Source: an optimization exercise on an open RTL-to-GDS flow (aim: small area). Production flows keep margins and buffers that such runs may drop.
Only simulation tests tie the RTL to the original design; equivalence was not proved.
No activity file was given, so power comes from the tool's default toggle rates.

## flow/design.v (module list and top-level ports; edited modules follow where they fit)
// module primitive_srlatch: 14 lines
// module primitive_dlatch: 10 lines
// module primitive_syncsrlatch: 19 lines
// module primitive_syncdlatch: 15 lines
// module primitive_counter: 33 lines
// module primitive_sr: 24 lines
// module primitive_sr_bram: 41 lines
// module IKAOPM_timinggen: 130 lines
// module IKAOPM_reg: 485 lines
// module reg_submdl_loreg_decoder: 16 lines
// module IKAOPM_noise: 68 lines
// module IKAOPM_lfo: 269 lines
// module IKAOPM_pg: 362 lines
// module pg_submdl_fnumrom: 9 lines
// module IKAOPM_eg: 374 lines
// module IKAOPM_op: 270 lines
// module op_submdl_logsinrom: 13 lines
// module op_submdl_exprom: 13 lines
// module IKAOPM_acc: 195 lines
// module IKAOPM_timer: 80 lines
// module IKAOPM: 303 lines
module IKAOPM #(parameter FULLY_SYNCHRONOUS = 1, parameter FAST_RESET = 0) (
    input   wire            i_EMUCLK,  
    input   wire            i_phiM_PCEN_n,  
    input   wire            i_IC_n,    
    output  wire            o_phi1,
    input   wire            i_CS_n,
    input   wire            i_RD_n,
    input   wire            i_WR_n,
    input   wire            i_A0,
    input   wire    [7:0]   i_D,
    output  wire    [7:0]   o_D,
    output  wire            o_D_OE,
    output  wire            o_CT2,  
    output  wire            o_CT1,  
    output  wire            o_IRQ_n,
    output  wire            o_SH1,
    output  wire            o_SH2,
    output  wire            o_SO,
    output  wire            o_EMU_R_SAMPLE, o_EMU_L_SAMPLE,
    output  wire signed     [15:0]  o_EMU_R_EX, o_EMU_L_EX,
    output  wire signed     [15:0]  o_EMU_R, o_EMU_L
);
  // ...
==> flow/run.sh <==
#!/bin/bash
# synth_recipe.tcl (not shown) runs the flow's synth.tcl, then flattens the netlist and writes it again
# the make line also repeats each setting of config.mk as NAME=value (left out here)
make -C /OpenROAD-flow-scripts/flow DESIGN_CONFIG=/design/flow/config.mk WORK_HOME=/design/flow/orfs CLKGATE_MAP_FILE= SYNTH_SCRIPT=/design/flow/synth_recipe.tcl finish
==> flow/config.mk <==
export PLATFORM = sky130hd
export DESIGN_NAME = IKAOPM
export DESIGN_NICKNAME = IKAOPM
export VERILOG_FILES = /design/flow/design.v
export SDC_FILE = /design/flow/constraint.sdc
export NUM_CORES = 4
export LEC_CHECK = 0
export CAP_MARGIN = 20
export CORE_MARGIN = 2
export CORE_UTILIZATION = 65
export CTS_BUF_LIST = sky130_fd_sc_hd__clkbuf_16
export CTS_CLUSTER_DIAMETER = 100
export CTS_CLUSTER_SIZE = 26
export PLACE_DENSITY = 0.75
export SLEW_MARGIN = 20
==> flow/constraint.sdc <==
create_clock -name core_clock -period 10.0 [get_ports {i_EMUCLK}]
set_input_delay 2.0000 -clock core_clock [delete_from_list [all_inputs] [get_ports {i_EMUCLK}]]
set_output_delay 2.0000 -clock core_clock [all_outputs]
set_load 0.01 [all_outputs]
==> key figures, run 1 <==
Hold path
  – Worst hold start: REG.FULLY_SYNCHRONOUS_1_busctrl.wr_n_syncchain[0]$_DFF_P_

Drt
  – Initial drt markers: 7938
  – DR vias/cell: 5.882
  – DRC: 0

Worst setup path
  – Reg2reg path depth: 27
  – Critical path required time: 10.59 ns
  – WP data arrival: 7.15 ns

Synth
  – Post-synthesis mux area share: 1.698%
  – Dominant cell type by area after synthesis: edfxtp_1
  – Gate Count Post-Synth: 9103
  – Warnings from Yosys: 68
  – Most common cell in the synthesized netlist: edfxtp_1

Power and ir drop
  – P_leak: 57.15 nW
  – Seq pwr share: 67.6%
  – Seq power: 20.6 mW

Finish
  – Post-synthesis to final-layout area growth: 6.342%
  – Most common cell after layout, fill and taps aside: edfxtp_1
  – Multi-input gate area: 28010 um^2
  – Antenna cells: 3
  – Nets: 9534
  – FF+latch count: 4310

GRT
  – GR Layer Usage met1: 32.55%
  – Vias in the first global route: 70507

STA
  – Final setup violation count: 0
  – Hold slack: 0.3360 ns

Outcome
  – Status: timing/DRC/antenna clean

Floorplan
  – Full die area: 248200 um^2

Clock tree
  – CTS tree: done
==> inputs of run 2 (changes only) <==
--- a/flow/config.mk
+++ b/flow/config.mk
@@ -9,7 +9,7 @@
 export CORE_MARGIN = 2
 export CORE_UTILIZATION = 65
-export CTS_BUF_LIST = sky130_fd_sc_hd__clkbuf_16
-export CTS_CLUSTER_DIAMETER = 100
-export CTS_CLUSTER_SIZE = 26
+export CTS_BUF_LIST = sky130_fd_sc_hd__clkbuf_8
+export CTS_CLUSTER_DIAMETER = 60
+export CTS_CLUSTER_SIZE = 15
 export PLACE_DENSITY = 0.75
 export SLEW_MARGIN = 20
==> run 2 against run 1 <==
Net effect:
- power is 0.60% lower
- via count is 1.0% higher
- first-iteration DRC count is 11% lower
- worst hold slack worse by 0.0014 ns
- routed wire length fell by 0.36%
- critical path depth stayed put
- cell count rose by 1.5%
- synthesized cell count unchanged
- non-clock buffer count unchanged
- critical endpoint unchanged
- highest routed layer is now met4
==> key figures, run 2 <==
Outcome
  – Status: timing/DRC/antenna clean

Floorplan
  – Die width: 498.2 um
  – Full die area: 248200 um^2 (unchanged)
  – Die height: 498.2 um
  – IO Count: 97
  – Core area: 243000 um^2
  – Starting Density: 65.32%
  – # rows: 181

Worst setup path
  – Reg-to-reg setup timing slack: 3.50 ns
  – Reg2reg path depth: 27 (unchanged)
  – Crit path depth: 27
  – Worst path most repeated cell: inv_1
  – Delay-heaviest family, CP: adder cells
  – Critical path required time: 10.83 ns (+0.24 ns)
  – Slowest stage delay, CP: 0.62 ns
  – WP data arrival: 7.33 ns (+0.18 ns)
  – Worst Setup End Kind: flop
  – Critical Path Slowest Stage Cell: edfxtp_1
  – RR Startpoint: PG.cyc7r_fnumrom_addr[1]$_DFFE_PP_
  – Reg2reg end: PG.cyc8r_pdelta_base[10]$_DFFE_PP_
  – Crit path buffers/inverters: 5
  – Worst Path Max Fanout: 12
  – CP Launch Type: flop
  – Critical path class: reg -> reg
  – Worst Setup SP: PG.cyc7r_fnumrom_addr[1]$_DFFE_PP_

Clock tree
  – Skew-Pair Late Insertion Delay: 1.16 ns
  – Post-cts hold buffer count: 0
  – Setup bufs post-CTS: 0
  – TritonCTS buffer count: 346
  – CTS sink count: 4310
  – H-tree depth: 5
  – CTS clk-pin slew, worst paths: 0.08 ns
  – Maximum clock path buffer count: 4
  – PostCTS Resize Cnt: 0
  – Clock root buffer: clkbuf_8
  – CTS tree: done

STA
  – Setup_tns: 0 ns
  – Period Utilization, post-route: 65.04%
  – Hold Vio Cnt, Final: 0
  – Rel. slew slack: 26.72%
  – Fmax: 0.1538 GHz
  – Slew @ Worst Pin: 1.099 ns
  – Skew final: 0.1138 ns
  – PnR worst setup slack: 3.496 ns
  – Max-slew violation count: 0
  – Post-route minimum period: 6.504 ns
  – Final setup violation count: 0 (unchanged)
  – Hold slack: 0.3347 ns (-0.001358 ns)
  – RSZ-0062 raised after global routing: false

Synth
  – Mapped Nets: 9481
  – Top cell type's share of synthesized area: 79.06%
  – Most frequent cells after synthesis: 4179 x edfxtp_1, 681 x nand2_1, 502 x nor2_1
  – Largest cells by area after synthesis: edfxtp_1 79%, ha_1 2.4%, nand2_1 1.6%
  – Fraction of registers with async set or reset after synthesis: 1.323%
  – Warnings from Yosys: 68 (unchanged)
  – EDFF count, synth: 4179
  – Post-Syn Area: 158700 um^2
  – Synthesized area per cell: 17.44 um^2
  – Dominant cell type by area after synthesis: edfxtp_1
  – Gate Count Post-Synth: 9103 (unchanged)
  – Seq cells post-synth: 4310
  – Yosys cell types: 102
  – Top_reg_cell synth: edfxtp_1
  – Sequential share of the synthesized area: 80.90%
  – Most common cell in the synthesized netlist: edfxtp_1

Power and ir drop
  – P_leak: 57.36 nW (+0.37%)
  – Power per cell area: 179.6 nW/um^2
  – VDD IR max: 138.3 uV
  – Clock power share: 28.3%
  – P_sw: 6.295 mW
  – Sw frac: 20.76%
  – Seq pwr share: 68.0% (+0.4 points)
  – Cell Int Power: 24.03 mW
  – Combinational Power Share: 3.8%

Finish
  – Max reg flops: 440
  – Final core occ: 69.47%
  – Most frequent cells in the layout: 4179 x edfxtp_1, 681 x nand2_1, 499 x nor2_1
  – Top flop regs: PG.phasesr_mode_sr.u_cyc19r_cyc40r_phase_sr.sr x440, EG.u_cyc13r_cyc40r_attenlevel_sr.sr x280, REG.d32reg_mode_sr.u_tl_reg.sr x224
  – Finished Layout Cells: 12644
  – Post-synthesis to final-layout area growth: 6.350% (about the same)
  – Nets: 9693 (+1.7%)
  – Most common cell after layout, fill and taps aside: edfxtp_1
  – Layout cells sized above 1: 6.997%
  – Most flops, register: PG.phasesr_mode_sr.u_cyc19r_cyc40r_phase_sr.sr

Drt
  – DRC: 0 (unchanged)
  – DR pass1 iterations: 8
  – Initial drt markers: 7085 (-11%)
  – Vias after detailed routing: 73998
  – DR vias/cell: 5.852 (-0.50%)
  – Drt total wl: 269.2 mm
  – Routed WL per cell: 21.29 um
  – Routed Antenna Nets: 0

Job
  – Maxcap violations: 0

Placed design
  – Worst slack, placed: 3.478 ns
  – Placer Congestion: 0.8684
  – Placed Instances: 12165
  – DP HPWL: 165.5 mm
  – Number of port buffers: 96

GRT
  – Overflow after GRT: 0
  – All-Layer GR Usage: 21.52%
  – First-pass GRT wire length: 412.6 mm
  – Vias in the first global route: 71707 (+1.7%)
  – Initial antenna violation count: 4
  – Largest net degree at the start of global routing: 255

Hold path
  – Worst hold start: ACC.l_sample_det[0]$_SDFF_PN0_
  – Hold path depth: 0
  – Min-Delay Endpoint: ACC.l_sample_det[1]$_DFF_P_
  – Hold/Removal Path Class: reg -> reg
-- run 2: cell counts after synthesis --
No cell type changed its count.
-- run 2: kinds of logic after synthesis --
kind of cell,synth area share [%]
DFF,80.90
muxes,1.698
and+or+nand+nor,6.002
buffers and inverters,1.471
adders and majority gates,3.155
xor gates and xnor gates,1.544
AOI/OAI and AO/OA,5.229
-- run 2: cell type report --
type / count / area [um^2]
Tap cell: 3202 / 4006
Fill cell: 14987 / 74190
Sequential cell: 4310 / 128400
Clock inverter: 115 / 649.4
Multi-Input combinational cell: 4203 / 28010
Timing Repair Buffer: 167 / 1769
Inverter: 287 / 1111
Clock buffer: 351 / 4831
Antenna cell: 9 / 22.52
-- run 2: worst reg2reg max path: cells and delay by family (launching register included) --
kind / cells / cell delay, ns
adder cells (fa/ha/maj): 6 / 2.52
AND/OR/NAND/NOR: 7 / 1.38
AO/OA/AOI/OAI: 8 / 1.11
flip-flops: 1 / 0.62
buffers and inverters: 5 / 0.48
multiplexers: 1 / 0.16
-- run 2: power groups by stage --
stage	clock (mW)	sequential (mW)	combinational, mW
2_1_floorplan	0	21.1	0.864
3_3_place_gp	0	21.0	1.10
3_5_place_dp	0	21.0	1.13
4_1_cts	8.87	20.6	1.14
5_1_grt	9.47	20.7	1.28
6_report	8.57	20.6	1.14
-- run 2: worst max path at each step --
stage	to	slack [ns]
finish	PG.cyc8r_pdelta_base[10]$_DFFE_PP_	3.50
detailed placement	PG.cyc8r_pdelta_base[10]$_DFFE_PP_	3.48
floorplan	NOISE.xor_flag$_DFFE_PP_	-2.42
global route	PG.cyc8r_pdelta_base[10]$_DFFE_PP_	2.99
global placement	PG.cyc8r_pdelta_base[10]$_DFFE_PP_	3.44
CTS	PG.cyc8r_pdelta_base[10]$_DFFE_PP_	3.51
-- run 2: per-stage QoR --
stage | power [mW] | instance area [um^2]
2_1_floorplan | 21.94 | 158800
3_3_place_gp | 22.11 | 163200
3_5_place_dp | 22.16 | 163200
4_1_cts | 30.63 | 168700
5_1_grt | 31.42 | 168800
6_report | 30.32 | 168800
-- run 2: metal layers --
layer	track usage (%)	share of wire [%]
met2	32.84	47
met1	32.63	45
met4	6.428	2.7
met5	0	0
met3	3.485	5.6

static timing again, ports no longer ideal:
How much do the figures lean on ideal ports? The routed layouts below were timed once more, with nothing changed but the port constraints.
Step 1 (the two cells are an assumption about what drives the block):
set clk [get_ports {i_EMUCLK}]
set_driving_cell -lib_cell sky130_fd_sc_hd__clkbuf_16 $clk
set_driving_cell -lib_cell sky130_fd_sc_hd__buf_2 [delete_from_list [all_inputs] $clk]
Step 2 times the ports against the registers' clock, not the clock port: input delays grow and output delays shrink by t, the midpoint of the rising clock arrivals with the driver on.
Slacks: ideal ports / drivers / drivers and shift; pairs: ideal ports / drivers.
run | t, ns | slack for setup (ns) | worst setup path at the end | worst slew at a driven data input, ns
run 1 | 0.949 | 3.441 / 3.441 / 3.441 | register to register | 0.05
run 2 | 1.192 | 3.496 / 3.496 / 3.496 | register to register | 0.05
After both steps every run listed still meets setup and hold.
